What follows belongs to an exercise in optimizing a design on an open flow for small area and a short achievable clock period; a production flow would make more cautious choices. Only simulation tests tie the RTL to the original design; equivalence was not proved. No activity file was given, so power comes from the tool's default toggle rates.

File: design/flow/design.v
`timescale 1ns / 1ps
`default_nettype none
module status(
	input		clk,
	input [1:0]	CRSEL,
	input [31:0]	MIR,
	input		ACR16,
	input		BCR16,
	input [3:0]	LEV,
	input [7:0]	BSUM7_0,
	input		BSUM15,
	input		SKL,	 
	input		ASH15,
	input		BSH15,
	input		BC15,
	input		ASH0,
	input		BSH0,
	input		BSH6,
	input		AC0,
	input		BZRO,
	input		AZRO,
	input		STSRD,
	input		BAKL,
	input		WSHC,
	input		SHCKL,
	output [15:0]	IB_ut,
	output		TERM,
	output [5:0]	SHC,
	output		ASHM,
	output reg	BSHM,
	output		ASHX,
	output		BSHX,
	output [7:0]	STS,
	output		ACR0,
	output		BCR0
);
	wire [7:0]	DST = BSUM7_0;	 
	wire		PM, TG, M, Z, C, Q, O, K;
	reg [6:0] shcnt;
	always @(posedge clk) begin
		if (WSHC && SHCKL)
			shcnt <= { BSUM7_0[5], BSUM7_0[5:0] };
		else if (~TERM && SHCKL) begin
			if (shcnt[6])
				shcnt <= shcnt + 1;
			else
				shcnt <= shcnt - 1;
		end
	end
	assign SHC = shcnt[5:0];
	wire x_zero = ~|SHC;
	reg x_term;
	always @(*) begin
		casez ({MIR[3:2], BSH15})
		3'b00?: x_term = 0;	 
		3'b010: x_term = C;	 
		3'b011: x_term = ~C;	 
		3'b100: x_term = 0;	 
		3'b101: x_term = 1;	 
		3'b11?: x_term = BSH6;	 
		endcase
	end
	assign TERM = x_zero | x_term;
	wire TGSEL0 = MIR[8] & MIR[31];
	wire TGSEL1 = MIR[9] & MIR[31];
	(* ram_style = "DISTRIBUTED" *)
	reg [7:0]	rSTS[15:0];
	always @(posedge clk)
		if (SKL)
			rSTS[LEV] <= DST;
	assign STS = rSTS[LEV];
	reg [7:0] x_stff;
	always @(posedge clk) begin
		if (SKL)
			x_stff[7:2] <= STS[7:2];
		if (BAKL)
			x_stff[1:0] <= STS[1:0];
	end
	assign IB_ut = STSRD ? { 8'b0, x_stff } : 16'b0;
	assign PM = x_stff[0], TG = x_stff[1], K = x_stff[2];
	assign Z = x_stff[3], Q = x_stff[4], O = x_stff[5];
	assign C = x_stff[6], M = x_stff[7];
	assign ACR0 = ~CRSEL[0] ? 0 : CRSEL[1] ? 1 : C;
	assign BCR0 = MIR[31] ? ACR16 : ACR0;
	reg x_19d7, x_19d9, x_16d9;
	wire x_13d4, x_13d7;
	always @(*) begin	 
		case (MIR[14:13])
		2'b00: begin
			x_19d7 = 1'b0;
			x_19d9 = ASH15;
			BSHM = BSH15;
			x_16d9 = 0;
		end
		2'b01: begin
			x_19d7 = BSH15;
			x_19d9 = ASH0;
			BSHM = x_13d4;
			x_16d9 = x_13d7;
		end
		2'b10: begin
			x_19d7 = 1'b0;
			x_19d9 = 1'b0; 
			BSHM = 1'b0;
			x_16d9 = 1'b0;
		end
		2'b11: begin
			x_19d7 = M;
			x_19d9 = M;
			BSHM = M;
			x_16d9 = M;
		end
		endcase
	end
	assign x_13d4 = MIR[12] ? ASH0 : BSH0;
	assign x_13d7 = MIR[12] ? BSH15 : ASH15;
	assign BSHX = MIR[12] ? ASH15 : x_19d7;
	assign ASHM = MIR[12] ? BSH0 : x_19d9;
	reg x_10d5;
	always @(*) begin
		case ({ BC15, BCR16})
		2'b00: x_10d5 = 1'b0;
		2'b01: x_10d5 = ASH0;
		2'b10: x_10d5 = ASH0;
		2'b11: x_10d5 = 1'b1;
		endcase
	end
	assign ASHX = MIR[1] ? x_10d5 : x_16d9;
endmodule
`timescale 1ns / 1ps
`default_nettype none
module arithmetic (
	input			clk,
	input			C,
	input [15:0]		AA,
	input [15:0]		BB,
	input			ACKL,
	input			AKL,
	input [5:0]		SHC,
	input [1:0]		SHS,
	input			SHKL,
	input			SHM,
	input			SHX,
	input [2:0]		SL,
	input [3:0]		S,
	input			M,
	input			BC15,
	input			BC0,
	input [15:12]		MIR15_12,
	output			SH6,
	output			AC15,
	output			AC0,
	output			ZERO,
	output			SH15,
	output			SH0,
	output 			CO,
	output [15:0]		SUM
);
	reg [15:0]	A, B, AC, BH, SH;
	always @(posedge clk) begin
		if (SHKL) begin
			if (&SHS)
				SH <= SUM;
			else if (SHS[0])
				SH <= { SH[14:0], SHX };
			else if (SHS[1])
				SH <= { SHM, SH[15:1] };
		end
	end
	assign SH15 = SH[15];
	assign SH6 = SH[6];
	assign SH0 = SH[0];
	always @(*) begin
		case (MIR15_12)
		4'd00: BH = 16'o000001;
		4'd01: BH = 16'o000002;
		4'd02: BH = 16'o000004;
		4'd03: BH = 16'o000010;
		4'd04: BH = 16'o000020;
		4'd05: BH = 16'o000040;
		4'd06: BH = 16'o000100;
		4'd07: BH = 16'o000200;
		4'd08: BH = 16'o000400;
		4'd09: BH = 16'o001000;
		4'd10: BH = 16'o002000;
		4'd11: BH = 16'o004000;
		4'd12: BH = 16'o010000;
		4'd13: BH = 16'o020000;
		4'd14: BH = 16'o040000;
		4'd15: BH = 16'o100000;
		endcase
	end
	always @(posedge clk)
		if (AKL)
			A <= AA;
	always @(*) begin
		case (SL)
		3'o0: B = { {10{SHC[5]}}, SHC };
		3'o1: B = SH;
		3'o2: B = BH;
		3'o3: B = AC;
		3'o4: B = { BC0, AC[15:1] };
		3'o5: B = { AC[14:0], BC15 };
		3'o6: B = 0;	 
		3'o7: B = BB;
		endcase
	end
	wire [15:0]	invB = ~B, invA = ~A, mone = 16'o177777;
	reg [15:0]	xSUM;
	reg		xCO;
	always @(*) begin
		xCO = 1'b0;	 
		case ({ M, S })
		5'o00: { xCO, xSUM } = { 1'b0, B } + { 1'b0, mone} ;
		5'o01: { xCO, xSUM } = { 1'b0, B } + { 1'b0, A} ;
		5'o02: { xCO, xSUM } = { 1'b0, B } + { 1'b0, invA} ;
		5'o03: { xCO, xSUM } = { 1'b0, B } + { 17'b0 } ;
		5'o04: { xCO, xSUM } = { 1'b0, B } + { 1'b0, mone } + { 16'b0, C};
		5'o05: { xCO, xSUM } = { 1'b0, B } + { 1'b0, A } + { 16'b0, C};
		5'o06: { xCO, xSUM } = { 1'b0, B } + { 1'b0, invA } + { 16'b0, C};
		5'o07: { xCO, xSUM } = { 1'b0, B } + { 17'b0 } + { 16'b0, C};
		5'o10: { xCO, xSUM } = { 1'b0, B } + { 1'b0, mone} ; 
		5'o11: { xCO, xSUM } = { 1'b0, B } + { 1'b0, A} ;    
		5'o12: { xCO, xSUM } = { 1'b0, B } + { 1'b0, invA} ; 
		5'o13: { xCO, xSUM } = { 1'b0, B } + { 17'b0 } ;    
		5'o14: { xCO, xSUM } = { 1'b0, B } + { 1'b0, mone } + 1;
		5'o15: { xCO, xSUM } = { 1'b0, B } + { 1'b0, A } + 1;
		5'o16: { xCO, xSUM } = { 1'b0, B } + { 1'b0, invA } + 1;
		5'o17: { xCO, xSUM } = { 1'b0, B } + { 17'b0 } + 1;
		5'o20: xSUM = invB;
		5'o21: xSUM = ~(A & B);
		5'o22: xSUM = invB | A;
		5'o23: xSUM = 1;
		5'o24: xSUM = ~(A | B);
		5'o25: xSUM = invA;
		5'o26: xSUM = ~(A ^ B);
		5'o27: xSUM = A | invB;
		5'o30: xSUM = invB & A;
		5'o31: xSUM = A ^ B;
		5'o32: xSUM = A;
		5'o33: xSUM = A | B; 
		5'o34: xSUM = 0;
		5'o35: xSUM = B & invA;
		5'o36: xSUM = B & A;
		5'o37: xSUM = B;
		endcase
	end
	assign ZERO = ~|SUM;
	assign CO = xCO;
	assign SUM = xSUM;
	always @(posedge clk)
		if (ACKL)
			AC <= SUM;
	assign AC15 = AC[15];
	assign AC0 = AC[0];
endmodule
`timescale 1ns / 1ps
`default_nettype none
module nord10_arith (
	input		clk,
	input [15:0]	AA,
	input [15:0]	BB,
	input [31:0]	MIR,
	input [3:0]	S,
	input		ARM,
	input [2:0]	SL,
	input [3:0]	LEV,
	input		AAKL,
	input		BAKL,
	input		ACKL,
	input		BCKL,
	input		SHKL,
	input [1:0]	ASHS,
	input [1:0]	BSHS,
	input		SKL,
	input		STSRD,
	input		WSHC,
	input		SHCKL,
	output [15:0]	ASUM,
	output [15:0]	BSUM,
	output		ACR16,
	output		BCR16,
	output		AZERO,
	output		BZERO,
	output [15:0]	IB_STS,
	output [7:0]	STS,
	output		TERM,
	output [5:0]	SHC,
	output		ACR0,
	output		BCR0,
	output		ASHX,
	output		ASHM,
	output		BSHX,
	output		BSHM,
	output		ASH0,
	output		ASH15,
	output		BSH0,
	output		BSH15,
	output		BSH6,
	output		AC0,
	output		AC15,
	output		BC0,
	output		BC15
);
	wire [1:0]	CRSEL = S[3:2];	 
	status status (.clk(clk),
		.CRSEL(CRSEL), .MIR(MIR), .ACR16(ACR16), .BCR16(BCR16),
		.LEV(LEV), .BSUM7_0(BSUM[7:0]), .BSUM15(BSUM[15]), .SKL(SKL),
		.ASH0(ASH0), .ASH15(ASH15), .AZRO(AZERO), .BZRO(BZERO),
		.AC0(AC0), .BSH0(BSH0), .BSH6(BSH6), .STSRD(STSRD),
		.BSH15(BSH15), .BC15(BC15), .BAKL(BAKL), .WSHC(WSHC),
		.SHCKL(SHCKL),
		.TERM(TERM),
		.SHC(SHC), .ASHX(ASHX), .ASHM(ASHM), .IB_ut(IB_STS),
		.BSHM(BSHM), .BSHX(BSHX), .STS(STS), .ACR0(ACR0), .BCR0(BCR0));
	wire		BSH6_unused_a;
	arithmetic ar_b(.clk(clk),
		.C(BCR0), .AA(AA), .BB(BB), .ACKL(BCKL), .AKL(BAKL),
		.SHC(SHC), .SHS(BSHS), .SHKL(SHKL), .SHM(BSHM),
		.SHX(BSHX), .SL(SL), .S(S), .M(ARM), .BC15(AC15),
		.BC0(AC0),
		.MIR15_12(MIR[15:12]),
		.AC15(BC15), .AC0(BC0), .ZERO(BZERO), .SH6(BSH6),
		.SH15(BSH15), .SH0(BSH0), .CO(BCR16), .SUM(BSUM));
	arithmetic ar_a(.clk(clk),
		.C(ACR0), .AA(AA), .BB(BB), .ACKL(ACKL), .AKL(AAKL),
		.SHC(SHC), .SHS(ASHS), .SHKL(SHKL), .SHM(ASHM),
		.SHX(ASHX), .SL(SL), .S(S), .M(ARM), .BC15(BC0),
		.BC0(BC0),
		.MIR15_12(MIR[15:12]),
		.AC15(AC15), .AC0(AC0), .ZERO(AZERO), .SH6(BSH6_unused_a),
		.SH15(ASH15), .SH0(ASH0), .CO(ACR16), .SUM(ASUM));
endmodule
File: design/flow/run.sh
#!/bin/bash
# synth_recipe.tcl (not shown) runs the flow's synth.tcl, then flattens the netlist and writes it again
# the make line also repeats each setting of config.mk as NAME=value (left out here)
make -C /OpenROAD-flow-scripts/flow DESIGN_CONFIG=/design/flow/config.mk WORK_HOME=/design/flow/orfs CLKGATE_MAP_FILE= SYNTH_SCRIPT=/design/flow/synth_recipe.tcl finish
File: design/flow/config.mk
export PLATFORM = sky130hd
export DESIGN_NAME = nord10_arith
export DESIGN_NICKNAME = nord10_arith
export VERILOG_FILES = /design/flow/design.v
export SDC_FILE = /design/flow/constraint.sdc
export NUM_CORES = 4
export LEC_CHECK = 0
export CAP_MARGIN = 20
export CORE_MARGIN = 2
export CORE_UTILIZATION = 40
export PLACE_DENSITY = 0.6
export SLEW_MARGIN = 20
File: design/flow/constraint.sdc
create_clock -name core_clock -period 16.0 [get_ports {clk}]
set_input_delay 3.2000 -clock core_clock [delete_from_list [all_inputs] [get_ports {clk}]]
set_output_delay 3.2000 -clock core_clock [all_outputs]
set_load 0.01 [all_outputs]
==> summary.txt <==
final timing paths:
kind | end | startpoint | cells after the start | slack [ps]
max | BZERO | SL[2] | 35 | 160
min | ar_a.SH[8]$_DFFE_PP_ | ar_a.SH[9]$_DFFE_PP_ | 1 | 600
max reg2reg | ar_a.SH[0]$_DFFE_PP_ | ar_a.SH[0]$_DFFE_PP_ | 38 | 7260
min reg2reg | ar_a.SH[8]$_DFFE_PP_ | ar_a.SH[9]$_DFFE_PP_ | 1 | 600
power breakdown:
group | internal (mW) | switching (mW)
logic | 0.703 | 1.23
registers | 0.790 | 0.0583
clock network | 0.385 | 0.301
total | 1.88 | 1.59
cell type report:
| cell class | count | area share (%) |
|---|---|---|
| tap | 855 | 3.48 |
| multi-input combinational | 2462 | 57.6 |
| timing repair buffer | 394 | 10.7 |
| inverter | 131 | 1.61 |
| antenna | 3 | 0.0244 |
| clock buffer | 36 | 2.51 |
| sequential | 239 | 23.3 |
| clock inverter | 19 | 0.704 |
sequential cells by signal, indices dropped and copies added, names as in the netlist:
register / flops
status.x_stff: 8
status.rSTS: 128
ar_a.AC: 16
ar_b.AC: 16
ar_a.A: 16
ar_a.SH: 16
status.shcnt: 7
ar_b.A: 16
ar_b.SH: 16
critical path: cells and delay by family:
kind / cells / cell delay [ps]
AOI/OAI and AO/OA: 9 / 2200
muxes: 1 / 370
and+or+nand+nor: 14 / 3970
adders and majority gates: 3 / 930
buffers and inverters: 7 / 1860
xor gates and xnor gates: 1 / 110
cell families after synthesis:
| family | Yosys count | synth area share (%) |
|---|---|---|
| buf+inv | 359 | 5.94 |
| other cells | 1 | 0.0143 |
| compound gates | 940 | 24.9 |
| mux | 143 | 7.47 |
| simple gates | 1018 | 19.7 |
| xor+xnor | 181 | 6.06 |
| fa+ha+maj | 172 | 8.48 |
| flops | 239 | 27.4 |
cell usage after synthesis, types with 15 or more instances:
cell and n:
a22oi_1 30, nand3_1 85, nor4_1 51, o221ai_1 27, o22ai_1 50, buf_1 20, buf_4 26, a2111oi_0 17
nand4_1 41, o21bai_1 21, and2_1 21, or4_1 15, mux2i_1 84, buf_2 41, o211ai_1 33, ha_1 163
a21oi_1 206, o21a_1 20, nor2_1 302, a211oi_1 44, a31oi_1 34, o2111ai_1 28, a221oi_1 34, a21o_1 27
o21ai_0 173, and3_1 20, edfxtp_1 239, a221o_1 30, mux4_2 40, inv_1 106, mux2_2 18, nand2b_1 25
or3_1 23, nand2_1 239, nor3_1 79, nor2b_1 25, o31ai_1 20, xnor2_1 142, clkbuf_1 134, xor2_1 39
routing by layer:
| layer | GRT usage, % | vias up | routed length [um] | share of wire [%] |
|---|---|---|---|---|
| met3 | 7.24 | 506 | 12600 | 9.7 |
| li1 | - | 12000 | - | - |
| met2 | 57.4 | 1827 | 56700 | 44 |
| met5 | 0 | - | 0 | 0 |
| met1 | 46.9 | 13500 | 49600 | 38 |
| met4 | 26.5 | 0 | 10800 | 8.3 |
through the flow:
| stage | hold slack, ps | worst slack (ps) | TNS (ps) |
|---|---|---|---|
| detailed placement | 577 | -181 | -181 |
| floorplan | 529 | 1750 | 0 |
| CTS | 606 | 3.03 | 0 |
| global placement | 585 | -253 | -253 |
| finish | 605 | 164 | 0 |
| global route | 630 | -123 | -123 |
repair_timing:
action                                 CTS  global route
endpoints found under the hold margin    0             0
setup endpoints to repair                1             1
resized for setup                       12            20
cells in the final DEF, fill, tap and decap left out, drive strengths merged, types with 19 or more instances in the layout:
master	Yosys	layout
mux2	19	19
mux4	40	40
nor2b	25	25
a211oi	49	49
clkbuf	134	36
ha	163	163
o2111ai	28	28
o21ai	177	177
buf	94	258
a31oi	37	37
nand2	239	239
nor4	57	57
clkinv	10	19
a21o	27	27
o21a	21	21
mux2i	84	84
o22ai	50	50
a21oi	208	208
clkdlybuf4s50	0	135
inv	121	127
a22oi	31	31
xor2	39	39
nand3	86	86
a221o	30	30
xnor2	142	142
nor3	84	84
o221ai	27	27
nor2	308	308
a221oi	36	36
and3	21	21
and2	22	22
nand2b	25	25
edfxtp	239	239
o31ai	20	20
o211ai	34	34
or3	23	23
nand4	46	46
o21bai	21	21
==> impl_metrics.ini <==
[outcome]
status = finished clean

[global_routing]
grt_pass1_vias = 27000
antenna_found_initial = 2
grt_use_total_pct = 37.3
grt_max_degree = 40
grt_overflow = 0
grt_first_pass_wirelength_um = 185000

[timing]
hold_viol = 0
max_freq_ghz = 0.0631
skew_ps = 24.0
finalSetupViolations = 0
fin_crit_sh_pct = 99.0
worst_slew_pin_slew_ps = 1210
drv_slew = 0
max_slew_margin_pct = 18.4
finalCriticalPeriod_ps = 15840

[route]
antenna_left = 0
num_vias = 27900
drc_errors = 0
firstDrtPassIters = 6
wl_per_cell_um = 31.4
drt_wl_total_um = 130000
drt_iter0_drc = 3486
viasPerCell = 6.74

[synth]
synth_edf_count = 239
synth_top_area_cell = edfxtp_1
syn_area_per_cell_um2 = 8.57
ys_types = 119
yosysSeqAreaShare_pct = 27.4
yosysWarnings = 2
ys_ff_latch = 239
synthTopCellsByArea = edfxtp_1 (27%), ha_1 (7.8%), xnor2_1 (4.8%), nor2_1 (4.3%), a21oi_1 (3.9%)
synthArstFlopShare_pct = 0
synthFlopType = edfxtp_1
synth_area_um2 = 26200
syn-instance-count = 3053
synth_top_area_share_pct = 27.4

[min_path]
hp-class = register to register

[setup_path]
critPathMaxStageDelay_ps = 540
crit_path_frequent_cell = buf_4
crit_type = input port to output port
worstPathArrival_ps = 12640
endpoint_kind = output port
start_kind = input port
crit_path_max_fanout = 10
cp_slowest_cell = or4b_1
required_ps = 12800

[floorplanning]
die_h_um = 260
initial_core_util_pct = 40.5
ios = 172
num_rows = 93
die_w_um = 260
die_area_um2 = 67500
core_um2 = 64600

[final_layout]
final_area_um2 = 30800
fin_nets = 3520
fillers = 6247
register_area_um2 = 7180
fin_util_pct = 47.6
multiInputGateArea_um2 = 17700
fin_cells = 4139
drive_gt1_share_pct = 15.3
area_growth_pct = 17.6

[cts]
clock_latency_ps = 610
cts_buffers = 30
hold_buffers = 0
cts_sinks = 239
clk_pin_slew_worst_paths_ps = 60
cts_setup_buffers = 0
cts_root_buf = clkbuf_16
tritoncts = built
cts.path.max_buffers = 3
cts_max_level = 1

[place]
gp_congestion = 1.06
io_buffers = 139
hpwl_um = 97300
place_area_um2 = 29600
dpl.cell_count = 4081

[pwr]
ir_drop_mv = 0.105
fin_total_pwr_mw = 3.47
p_leak_nw = 11.2
power_density_nw_per_um2 = 113

[flow_run]
cap_viol_max_count = 0

[separate check: timing with driven ports]
No port has a modelled driver above. Below, the same layout with a new extraction and two added sets of constraints.
Step 1, drivers: a clkbuf_16 drives clk and a buf_2 each remaining input, both assumed.
Step 2 also shifts input and output timing later by t, the mid clock arrival at the registers, as if the neighbouring blocks saw the same clock.
Three values: ideal ports, drivers, drivers and shift; two values: the first two.
shift t [ns]: 0.666
setup slack, ns: 0.164 / 0.133 / 0.133
hold slack, ns: 0.605 / 0.605 / 0.605
worst register clock-pin slew, ns: 0.07 / 0.07
After both steps this run still meets setup and hold. For this run, drivers alone change the setup slack by -0.031 ns; drivers and shift together by -0.031 ns.
